This design comes from an exercise in tuning for small area on the open sky130 flow, not from production work. Function was checked by simulation only, so behaviour that the tests miss may differ from the original. Power figures rest on the tool's default switching activity, not on a simulated workload.

### flow/run.sh
#!/bin/bash
# synth_recipe.tcl (not shown) runs the flow's synth.tcl, then flattens the netlist and writes it again
# the make line also repeats each setting of config.mk as NAME=value (left out here)
make -C /OpenROAD-flow-scripts/flow DESIGN_CONFIG=/design/flow/config.mk WORK_HOME=/design/flow/orfs CLKGATE_MAP_FILE= SYNTH_SCRIPT=/design/flow/synth_recipe.tcl finish
### flow/config.mk
export PLATFORM = sky130hd
export DESIGN_NAME = cpu
export DESIGN_NICKNAME = cpu
export VERILOG_FILES = /design/flow/design.v
export SDC_FILE = /design/flow/constraint.sdc
export NUM_CORES = 4
export LEC_CHECK = 0
export CAP_MARGIN = 20
export CORE_MARGIN = 2
export CORE_UTILIZATION = 40
export SLEW_MARGIN = 20
### flow/constraint.sdc
create_clock -name core_clock -period 20.0 [get_ports {clk}]
set_input_delay 4.0000 -clock core_clock [delete_from_list [all_inputs] [get_ports {clk}]]
set_output_delay 4.0000 -clock core_clock [all_outputs]
set_load 0.01 [all_outputs]
### flow/design.v
module alu(input	[15:0] a, b, 
		   input	[1:0]  alucont,
           output reg [15:0] result);
  always@(*)
    case(alucont[1:0])
      2'b00: result <= a + b;
      2'b01: result <= a & b;
      2'b10: result <= a - b; 
      default: result <= 16'b0;
    endcase
endmodule
module regfile(input         clk, 
               input         RegWr, 
               input  [2:0]  Rs1, Rs2, Rd, 
               input  [15:0] WBus, 
               output [15:0] Bus1, Bus2);
	reg [15:0] rf[7:0];
	always @(posedge clk)
		if (RegWr && Rd != 0)
			rf[Rd] <= WBus ;
  	assign Bus1 = (Rs1 != 0) ? rf[Rs1] : 0 ;
  	assign Bus2 = (Rs2 != 0) ? rf[Rs2] : 0 ;
endmodule
module adder(input  [15:0] a, b,
             output [15:0] y);
  assign y = a + b;
endmodule
module subtractor(input  [15:0] a, b,
				output	Z, N, V, 
             	output [15:0] y);
	assign y = a - b;
	assign N = y[15];
	assign V = (a[15] ^ b[15]) & (a[15] ^ y[15]);
	assign Z = ~|y;
endmodule
module signext #(parameter WIDTH = 8)  
				(input  [WIDTH-1:0] a,
				input	extendcont,
				output [15:0] y);
  assign y = extendcont ? {{(16-WIDTH){a[WIDTH-1]}}, a} : {{(16-WIDTH){1'b0}}, a};
endmodule
module flopr #(parameter WIDTH = 16)  
              (input                  clk, reset,
               input      [WIDTH-1:0] d, 
               output reg [WIDTH-1:0] q);
  always @(negedge clk, posedge reset)
    if (reset) q <= 0;
    else       q <= d;
endmodule
module flopenr #(parameter WIDTH = 16)
                (input                  clk, reset,
                 input                  en,
                 input      [WIDTH-1:0] d, 
                 output reg [WIDTH-1:0] q);
  always @(negedge clk, posedge reset)
    if      (reset) q <= 0;
    else if (en)    q <= d;
endmodule
module mux2 #(parameter WIDTH = 16)
             (input  [WIDTH-1:0] d0, d1, 
              input              s, 
              output [WIDTH-1:0] y);
  assign y = s ? d1 : d0; 
endmodule
module mux4 #(parameter WIDTH = 16)
             (input  [WIDTH-1:0] d0, d1, d2, d3,
              input  [1:0]       s, 
              output [WIDTH-1:0] y);
  assign y = s[1] ? (s[0] ? d3 : d2) : (s[0] ? d1 : d0); 
endmodule
module controller(input        clk, reset,
                input  [3:0] opcode,
                input        M, N, V, Z, stall,
				output  [1:0] RegSrc1, RegSrc2, RegDest, MEMWBdata, EXALUOp, PCSrc,
				output sign_extend_imm, MEMMemRd, MEMMemWr, MEMSignExtendMemData, EXALUSrc, EXMemDataIn, 
    			output WBRegWr, EXRegWr, MEMRegWr, EXMemRd, EXMemWr, DMemWr, killF
				);
	wire  DRegWr, DALUSrc, DMemDataIn, DMemRd, DSignExtendMemData, selectedRegWr, selectedMemWr;
	wire  EXSignExtendMemData;
	wire [1:0] DALUOp, DWBdata, EXWBdata;
	mainControlUnit mcu(opcode, M,
	RegSrc1, RegSrc2, RegDest, DWBdata,
	sign_extend_imm, DRegWr, DALUSrc, DMemDataIn, DMemRd, DMemWr, DSignExtendMemData);
	alucontrol ac(opcode, DALUOp);
	pccontrol pc(opcode, Z, N, V, PCSrc, killF);
	mux2 #(2) ctrlSignalSelector({DRegWr, DMemWr}, 2'b00, stall, {selectedRegWr, selectedMemWr});
	flopr #(4) EX_IDEXBuffer(clk, reset, {DALUSrc, DALUOp, DMemDataIn}, {EXALUSrc, EXALUOp, EXMemDataIn});
	flopr #(5) MEM_IDEXBuffer(clk, reset, {DMemRd, selectedMemWr, DSignExtendMemData, DWBdata}, {EXMemRd, EXMemWr, EXSignExtendMemData, EXWBdata});
	flopr #(1) WB_IDEXBuffer(clk, reset, {selectedRegWr}, {EXRegWr}); 
	flopr #(5) MEM_EXMEMBuffer(clk, reset, {EXMemRd, EXMemWr, EXSignExtendMemData, EXWBdata}, {MEMMemRd, MEMMemWr, MEMSignExtendMemData, MEMWBdata});
	flopr #(1) WB_EXMEMBuffer(clk, reset, {EXRegWr}, {MEMRegWr});
	flopr #(1) WB_MEMWBBuffer(clk, reset, {MEMRegWr}, {WBRegWr});
endmodule
module mainControlUnit(input  [3:0] op, input mode,
               output       [1:0] RegSrc1, RegSrc2,
               output       [1:0] RegDest, WBdata,
               output       sign_extend_imm, RegWr,
               output       ALUsrc, MemDataIn,
               output 		MemRd, MemWr, 
			   output		Sign_Extend_Data);
  reg [14:0] controls;
  assign {RegSrc1, RegSrc2, RegDest,
          sign_extend_imm, RegWr,
          ALUsrc, MemDataIn, MemRd,
		  MemWr, Sign_Extend_Data, WBdata} = controls;
  always @(*)
    casez({op, mode})
      {4'b0000,   1'b?}: controls <= 15'b000000010000000;  
	  {4'b0001,   1'b?}: controls <= 15'b000000010000000;  
	  {4'b0010,   1'b?}: controls <= 15'b000000010000000;  
	  {4'b0011,  1'b?}: controls <= 15'b010101111000000;  
	  {4'b0100,  1'b?}: controls <= 15'b010101011000000;  
	  {4'b0101,    1'b?}: controls <= 15'b010101111010001;  
	  {4'b0110,   1'b0}: controls <= 15'b010101111010010;  
	  {4'b0110,   1'b1}: controls <= 15'b010101111010110;  
	  {4'b0111,    1'b?}: controls <= 15'b010100101001000;  
	  {4'b1000,   1'b0}: controls <= 15'b010100100000000;  
	  {4'b1000,  1'b1}: controls <= 15'b110100100000000;  
	  {4'b1001,   1'b0}: controls <= 15'b010100100000000;  
	  {4'b1001,  1'b1}: controls <= 15'b110100100000000;  
	  {4'b1010,   1'b0}: controls <= 15'b010100100000000;  
	  {4'b1010,  1'b1}: controls <= 15'b110100100000000;  
	  {4'b1011,   1'b0}: controls <= 15'b010100100000000;  
	  {4'b1011,  1'b1}: controls <= 15'b110100100000000;  
	  {4'b1100,   1'b?}: controls <= 15'b000000000000000;  
	  {4'b1101,  1'b?}: controls <= 15'b000010010000011;  
	  {4'b1110,   1'b?}: controls <= 15'b100000000000000;  
	  {4'b1111,   1'b?}: controls <= 15'b111100000101000;  
	  default: controls <= 15'b111111111111111;  
    endcase
endmodule
module alucontrol(input	[3:0] opcode,
				output reg	[1:0] ALUop);
  always @(*)
    case(opcode)
		4'b0000: ALUop <= 2'b01; 
     	4'b0001: ALUop <= 2'b00;
		4'b0010: ALUop <= 2'b10;
		4'b0011: ALUop <= 2'b00;
		4'b0100: ALUop <= 2'b01;
		4'b0101: ALUop <= 2'b00;
		4'b0110: ALUop <= 2'b00;
		4'b0111: ALUop <= 2'b00;
		4'b1000: ALUop <= 2'b00;
		4'b1001: ALUop <= 2'b00;
		4'b1010: ALUop <= 2'b00;
		4'b1011: ALUop <= 2'b00;
		4'b1100: ALUop <= 2'b00;
		4'b1101: ALUop <= 2'b00;
		4'b1110: ALUop <= 2'b00;
		4'b1111: ALUop <= 2'b00;
		default: ALUop <= 2'b00;
    endcase
endmodule
module pccontrol(input	[3:0] IDOpcode,
	input Z, N, V,
	output [1:0] PCsrc,
	output killF);
	wire branchTaken, jump, rtrn;
	assign branchTaken = ((IDOpcode == 4'b1000) && ((Z == 1) || (N != V))) ||
	((IDOpcode == 4'b1001) && (N == V)) ||
	((IDOpcode == 4'b1010) && (Z == 1)) ||
	((IDOpcode == 4'b1011) && (Z == 0));
	assign jump = (IDOpcode == 4'b1100) || (IDOpcode == 4'b1101);
	assign rtrn = IDOpcode == 4'b1110;
	assign PCsrc = branchTaken ? 2'b01 : 
	(jump ? 2'b10 : 
	(rtrn ?	2'b11 : 2'b00));
	assign killF = (IDOpcode[3:2] == 2'b10) || (IDOpcode == 4'b1100) || (IDOpcode == 4'b1101) || (IDOpcode == 4'b1110);
endmodule
module datapath(input         clk, reset,
				input  [1:0] RegSrc1, RegSrc2, RegDest, MEMWBdata, EXALUOp, PCSrc,
				input sign_extend_imm, MEMSignExtendMemData, EXALUSrc, EXMemDataIn,
    			input WBRegWr, EXRegWr, MEMRegWr, DMemWr, EXMemRd, EXMemWr, killF,
                output	Z, N, V, mode, stall,
                output [15:0] instrAddrF,
                input  [15:0] instrF,
                output [15:0] DataInM, ALUOutM,
                input  [15:0] DataOut, 
                output [3:0]  Opcode);
	wire [15:0] PCPlus2F, branchAddr, selectedInstruction;
	wire [15:0] untakenBranchPC;
	wire [15:0] PCNext;
	wire [1:0] ForwardBus1, ForwardBus2;
	wire ForwardME;
	wire [2:0] RegSrc1D, RegSrc2D, RegDestD;
	wire [15:0] Bus1D, Bus2D, SubOut, instrAddrD, PCPlus2D;
	wire [15:0] ForwardedData1, ForwardedData2, extendedImmediateD, extendedImmediateS, instrD;
	wire EXForwardME;
	wire [2:0] RegDestE;
	wire [15:0] ALUOutE, ALUIn2, SelectedDataIn, DataInE, extendedImmediateE, instrAddrE,
	Bus1E, Bus2E, PCPlus2E;
	wire [15:0] PCPlus2M, extendedDataOut, WrittenDataM;
	wire [2:0] RegDestM;
	wire [15:0] WrittenDataW;
	wire [2:0] RegDestW;
	hazard    h(RegDestE, RegDestM, RegSrc1D, RegSrc2D,
	EXRegWr, MEMRegWr, EXMemRd, DMemWr,
	ForwardME,
	ForwardBus1, ForwardBus2, 
	stall);
	mux2 #(16) untakenBranchMUX(PCPlus2F, instrAddrF, killF, untakenBranchPC);
	mux4 PCinput(untakenBranchPC, branchAddr, {instrAddrF[15:13], instrD[11:0], 1'b0}, Bus1D, PCSrc, PCNext);
	flopenr #(16) PC(clk, reset, ~stall, PCNext, instrAddrF);	 
	adder       pcadd1(instrAddrF, 16'b10, PCPlus2F);	 
	mux2 #(16) fetchedInstructionSelector(instrF, 16'b0000000000000000, killF, selectedInstruction);
	flopenr #(16) PCBufferF(clk, reset, ~stall, instrAddrF, instrAddrD);	 
	flopenr #(16) PCPlusBufferF(clk, reset, ~stall, PCPlus2F, PCPlus2D);	 
	flopenr #(16) FetchedInstrBufferF(clk, reset, ~stall, selectedInstruction, instrD);	 
	assign Opcode = instrD[15:12];
	assign mode = instrD[11];
	mux4 #(3) regSrc1Selector(instrD[8:6], instrD[7:5], 3'b111, 3'b000, RegSrc1, RegSrc1D);			
	mux4 #(3) regSrc2Selector(instrD[5:3], instrD[10:8], instrD[10:8], instrD[11:9], RegSrc2, RegSrc2D);
	mux4 #(3) regDestSelector(instrD[11:9], instrD[10:8], 3'b111, 3'b000, RegDest, RegDestD);
	regfile rf(clk, WBRegWr, RegSrc1D, RegSrc2D, RegDestW, WrittenDataW, Bus1D, Bus2D);
	mux4 #(16) ForwardBus1Selector(Bus1D, ALUOutE, WrittenDataM, WrittenDataW, ForwardBus1, ForwardedData1);
	mux4 #(16) ForwardBus2Selector(Bus2D, ALUOutE, WrittenDataM, WrittenDataW, ForwardBus2, ForwardedData2);
	signext #(5) itype_extender(instrD[4:0], sign_extend_imm, extendedImmediateD);
	adder branchAdder(extendedImmediateD, instrAddrD, branchAddr);
	subtractor sb(ForwardedData1, ForwardedData2, Z, N, V, SubOut);
	flopr #(16) ImmBufferE(clk, reset, extendedImmediateD, extendedImmediateE);
	flopr #(16) PCBufferE(clk, reset, instrAddrD, instrAddrE);
	flopr #(16) Bus1BufferE(clk, reset, ForwardedData1, Bus1E);
	flopr #(16) Bus2BufferE(clk, reset, ForwardedData2, Bus2E);
	flopr #(3) RdE(clk, reset, RegDestD, RegDestE);
	flopr #(16) PCPlusBufferE(clk, reset, PCPlus2D, PCPlus2E);
	flopr #(16) ExtendedSTypeImmediate(clk, reset, {{(7){instrD[8]}} ,instrD[8:0]}, extendedImmediateS);
	flopr #(1)  ForwardMEBuffer(clk, reset, ForwardME, EXForwardME);
	mux2 #(16) ALUInputSelector(Bus2E, extendedImmediateE, EXALUSrc, ALUIn2);
	alu ALU(Bus1E, ALUIn2, EXALUOp, ALUOutE);
	mux2 #(16) ForwardedMemDataSelector(Bus2E, DataOut, EXForwardME, DataInE);
	mux2 #(16) DataInSelector(DataInE, extendedImmediateS, EXMemDataIn, SelectedDataIn);
	flopr #(16) ALUOutBuffer(clk, reset, ALUOutE, ALUOutM);
	flopr #(16)	DataInBuffer(clk, reset, SelectedDataIn, DataInM);
	flopr #(16)	NextPCBuffer(clk, reset, PCPlus2E, PCPlus2M);
	flopr #(3)	RdMBuffer(clk, reset, RegDestE, RegDestM);
	signext #(8) MemDataExtender(DataOut[7:0], MEMSignExtendMemData, extendedDataOut);
	mux4 #(16) WBDataSelector(ALUOutM, DataOut, extendedDataOut, PCPlus2M, MEMWBdata, WrittenDataM);
	flopr #(16) WBDataBuffer(clk, reset, WrittenDataM, WrittenDataW);
	flopr #(3) RdWBuffer(clk, reset, RegDestM, RegDestW);	  
endmodule
module hazard(input [2:0] Rd2, Rd3, Rs1, Rs2, 
              input ExRegWr, MemRegWr, ExMemRd, DMemWr,
              output reg ForwardMemEx,
              output reg [1:0] ForwardBus1, ForwardBus2,
              output reg stall);
 	always @(*)
		begin
			ForwardBus1 = 2'b00; ForwardBus2 = 2'b00;
      		if (Rs1 != 0)
        		if (Rs1 == Rd2 & ExRegWr)
					ForwardBus1 = 2'b01 ;
        		else if (Rs1 == Rd3 & MemRegWr)
					ForwardBus1 = 2'b10 ;
      		if (Rs2 != 0)
        		if (Rs2 == Rd2 & ExRegWr)
					ForwardBus2 = 2'b01 ;
        		else if (Rs2 == Rd3 & MemRegWr)
					ForwardBus2 = 2'b10 ;
			ForwardMemEx = ExMemRd && DMemWr && Rd2 == Rd3 ;
			stall = ExMemRd && (ForwardBus1 == 1 || ForwardBus2 == 1) && !ForwardMemEx ;  
		end
endmodule
module cpu(input         clk, reset,
	input [15:0] dataout, instruction,
	output  MemRd, MemWr,
	output [15:0] datain, instrAddr, dataAddr);
  wire [3:0] opcode;
  wire M, Z, N, V, stall;
  wire [1:0] RegSrc1, RegSrc2, RegDest, MEMWBdata, EXALUOp, PCSrc;
  wire sign_extend_imm, MEMSignExtendMemData, EXALUSrc,
  WBRegWr, EXRegWr, MEMRegWr, EXMemRd, EXMemWr, killF, EXMemDataIn, DMemWr;
  controller c(clk, reset, opcode, M, N, V, Z, stall,
  RegSrc1, RegSrc2, RegDest, MEMWBdata, EXALUOp, PCSrc,
  sign_extend_imm, MemRd, MemWr, MEMSignExtendMemData, EXALUSrc, EXMemDataIn,
  WBRegWr, EXRegWr, MEMRegWr, EXMemRd, EXMemWr, DMemWr, killF);
  datapath dp(clk, reset, RegSrc1, RegSrc2, RegDest, MEMWBdata, EXALUOp, PCSrc,
  sign_extend_imm, MEMSignExtendMemData, EXALUSrc, EXMemDataIn,
  WBRegWr, EXRegWr, MEMRegWr, DMemWr, EXMemRd, EXMemWr, killF, Z, N, V, M, stall,
  instrAddr, instruction, datain, dataAddr, dataout, opcode);
endmodule
==> flow_metrics.py <==
metrics = {
    "sta": {
        "tns_ps": 0,
        "skew_ps": 16.7,
        "drv_slew": 0,
        "maxSlewHeadroom_pct": 25.1,
        "holdWs_ps": 292,
        "rsz0062_at_grt": "no",
        "tightest_slew_ps": 1120,
        "fin_ws_ps": 506,
        "final_hold_viol_count": 0,
        "setup_viol": 0,
    },
    "place": {
        "gp_congestion": 0.948,
        "place_inst": 2432,
        "hpwl_um": 42200,
        "port_buffers": 83,
        "place_ws_ps": -349,
        "place_area_mm2": 0.0199,
    },
    "cts": {
        "insertion_delay_ps": 550,
        "cts_root_buffer": "clkbuf_16",
        "cts_setup_buffers": 0,
        "clockBufferDepth": 3,
        "clock-sinks": 340,
        "cts_tree": "done",
        "cts.clk_slew.worst_paths_ps": 50,
        "cts-htree-levels": 2,
        "numCtsBuffers": 39,
    },
    "finish": {
        "syn_to_final_growth_pct": 19.4,
        "final_util_pct": 48.3,
        "antenna_cells": 0,
        "drive_above_1_share_pct": 10.8,
        "post-route-cell-area_mm2": 0.0213,
        "fin_nets": 1966,
        "finalNonFillerCells": 2501,
    },
    "pwr": {
        "p_clk_share_pct": 17.5,
        "p_seq_share_pct": 28.5,
        "internal_power_mw": 2.43,
        "pwr_density_cell_mw_per_mm2": 200,
        "power_mw": 4.26,
        "p_switching_mw": 1.83,
        "comb_power_share_pct": 54.0,
        "power.leakage_nw": 8.62,
        "switching_share_pct": 42.9,
        "ir_drop_mv": 0.0850,
    },
    "routing": {
        "wl_um": 58100,
        "firstDrtPassIters": 5,
        "wire_per_inst_um": 23.2,
        "drc": 0,
        "vias_per_cell": 5.80,
        "ant_nets": 0,
        "vias": 14510,
        "drt_iter0_markers": 1580,
    },
    "job": {
        "drv_cap": 0,
    },
    "hold_path": {
        "hold_depth": 0,
        "hp-class": "flop to flop",
    },
    "floorplanning": {
        "initial_core_util_pct": 40.5,
        "core_mm2": 0.0441,
        "dieArea_mm2": 0.0463,
        "ioPinCount": 84,
        "die_h_um": 215,
        "rows": 77,
        "die_w_um": 215,
    },
    "yosys": {
        "yosysWarnings": 11,
        "synth_cells": 1736,
        "synth_edf_count": 128,
        "async_flop_share_pct": 62.4,
        "synthFlopType": "dfrtn_1",
        "synth.avg_cell_area_um2": 10.3,
        "synth-seq-cells": 340,
        "yosys.cell_types.count": 77,
        "ys_seq_area_share_pct": 51.3,
        "synth_area_mm2": 0.0178,
    },
    "global_routing": {
        "grt_max_degree": 95,
        "grt_overflow": 0,
        "grt_use_total_pct": 24.8,
        "grt_pass1_wl_um": 86700,
        "antenna_found_initial": 0,
        "first_global_vias": 13603,
    },
    "status": {
        "status": "timing/DRC/antenna clean",
    },
    "worst_setup_path": {
        "r2r_cells": 26,
        "critPathKind": "input port to flop",
        "crit_path_end_kind": "flop",
        "cp.required_ps": 10380,
        "reg2reg_slack_ps": 3650,
        "critical_path.max_fanout": 7,
        "critPathLaunchType": "input port",
        "arrival_ps": 9870,
    },
}
==> path summary, 6_finish.rpt <==
kind | from | end
min reg2reg | dp.PCPlusBufferE.q[12]$_DFF_NP0_ | dp.NextPCBuffer.q[12]$_DFF_NP0_
max in group asynchronous | reset | dp.PC.q[8]$_DFFE_NP0P_
min in group asynchronous | reset | dp.DataInBuffer.q[10]$_DFF_NP0_
max reg2reg | dp.rf.rf[6][2]$_DFFE_PP_ | dp.PC.q[14]$_DFFE_NP0P_
max | dataout[7] | dp.PC.q[14]$_DFFE_NP0P_
min | dp.PCPlusBufferE.q[12]$_DFF_NP0_ | dp.NextPCBuffer.q[12]$_DFF_NP0_
==> critical path: stages <==
cell and delay, ps:
clkdlybuf4s50_1 580, nand2_1 100, o21ai_2 180, buf_4 190
o22ai_1 100, a21oi_1 250, o211ai_1 140, a21o_1 210
ha_1 290, nand2_1 60, or3_1 330, o211ai_1 200
a21oi_1 120, o21bai_1 130, a21oi_1 80, o21bai_1 150
fa_1 440, a2111oi_2 260, o2111ai_1 160, nor3_1 160
o2111ai_1 120, or4_4 560, o211a_4 280, or4_1 500
a32oi_1 210, mux2i_1 90
==> area by class of cell <==
| type | instances | area (um2) |
|---|---|---|
| Clock buffer | 53 | 1090 |
| Clock inverter | 16 | 239 |
| Fill cell | 4077 | 22800 |
| Inverter | 44 | 173 |
| Multi-Input combinational cell | 1269 | 8290 |
| Sequential cell | 340 | 9150 |
| Tap cell | 592 | 741 |
| Timing Repair Buffer | 187 | 1630 |
==> cell usage in the layout, fill, tap and decap left out, types with 39 or more instances in the layout <==
cell,netlist,final
nand2_1,179,179
nand3_1,39,39
a211oi_1,82,81
a21oi_1,122,121
o21ai_0,83,83
mux2i_1,87,87
xnor2_1,42,42
dfrtn_1,212,212
nor2b_1,54,54
ha_1,48,48
buf_4,2,102
inv_1,44,43
clkbuf_16,0,41
clkdlybuf4s50_1,0,83
edfxtp_1,128,128
nor2_1,145,145
==> power groups by stage <==
stage,clock network (mW),registers [mW],logic [mW]
after floorplan,0,1.15,1.37
after global placement,0,1.22,2.22
after detailed placement,0,1.22,2.24
after CTS,0.762,1.21,2.25
after global routing,0.786,1.24,2.49
final,0.746,1.21,2.30
==> cells by family after synthesis <==
group,Yosys count,share of synthesized area [%]
other,1,0.0210
and+or+nand+nor,539,14.1
AOI/OAI and AO/OA,488,18.4
adders and majority gates,51,3.70
buffers and inverters,142,3.12
muxes,104,5.95
DFF,340,51.3
xor gates and xnor gates,71,3.48
==> synth_stat cells, drive strengths merged, types with 14 or more instances <==
cell	number	share of area (%)
dfrtn	212	30
nand2	179	3.8
nor2	145	3.0
edfxtp	128	22
a21oi	122	3.4
mux2i	87	4.9
o21ai	85	2.4
a211oi	82	3.4
clkbuf	70	1.5
nor2b	54	1.9
ha	48	3.4
inv	44	0.93
xnor2	42	2.1
nand3	40	1.1
nor3	33	0.99
xor2	29	1.4
buf	28	0.72
o211ai	28	1.2
o22ai	26	0.91
nand2b	20	0.74
o21a	19	0.80
mux2	17	1.1
and3	14	0.49
==> per-layer routing <==
layer / vias up / track usage [%] / routed length, um
met5: - / 0 / 0
met4: 0 / 8.62 / 1880
met3: 101 / 3.14 / 3370
met2: 517 / 39.5 / 26800
met1: 7215 / 35.0 / 26100
li1: 6677 / - / -
==> timing repair <==
item	CTS	global route
endpoints found under the setup margin	0	16
hold buffers	0	0
endpoints found under the hold margin	0	0
gates resized for setup	0	7
==> flip-flops by register name, indices dropped and copies added (netlist names), 3 cells and up <==
| register | flops |
|---|---|
| dp.rf.rf | 128 |
| dp.ALUOutBuffer.q | 16 |
| dp.Bus1BufferE.q | 16 |
| dp.Bus2BufferE.q | 16 |
| dp.DataInBuffer.q | 16 |
| dp.FetchedInstrBufferF.q | 16 |
| dp.NextPCBuffer.q | 16 |
| dp.PC.q | 16 |
| dp.PCPlusBufferE.q | 16 |
| dp.PCPlusBufferF.q | 16 |
| dp.WBDataBuffer.q | 16 |
| dp.PCBufferF.q | 15 |
| dp.ImmBufferE.q | 6 |
| c.MEM_EXMEMBuffer.q | 5 |
| c.MEM_IDEXBuffer.q | 5 |
| c.EX_IDEXBuffer.q | 4 |
| dp.ExtendedSTypeImmediate.q | 4 |
| dp.RdE.q | 3 |
| dp.RdMBuffer.q | 3 |
| dp.RdWBuffer.q | 3 |
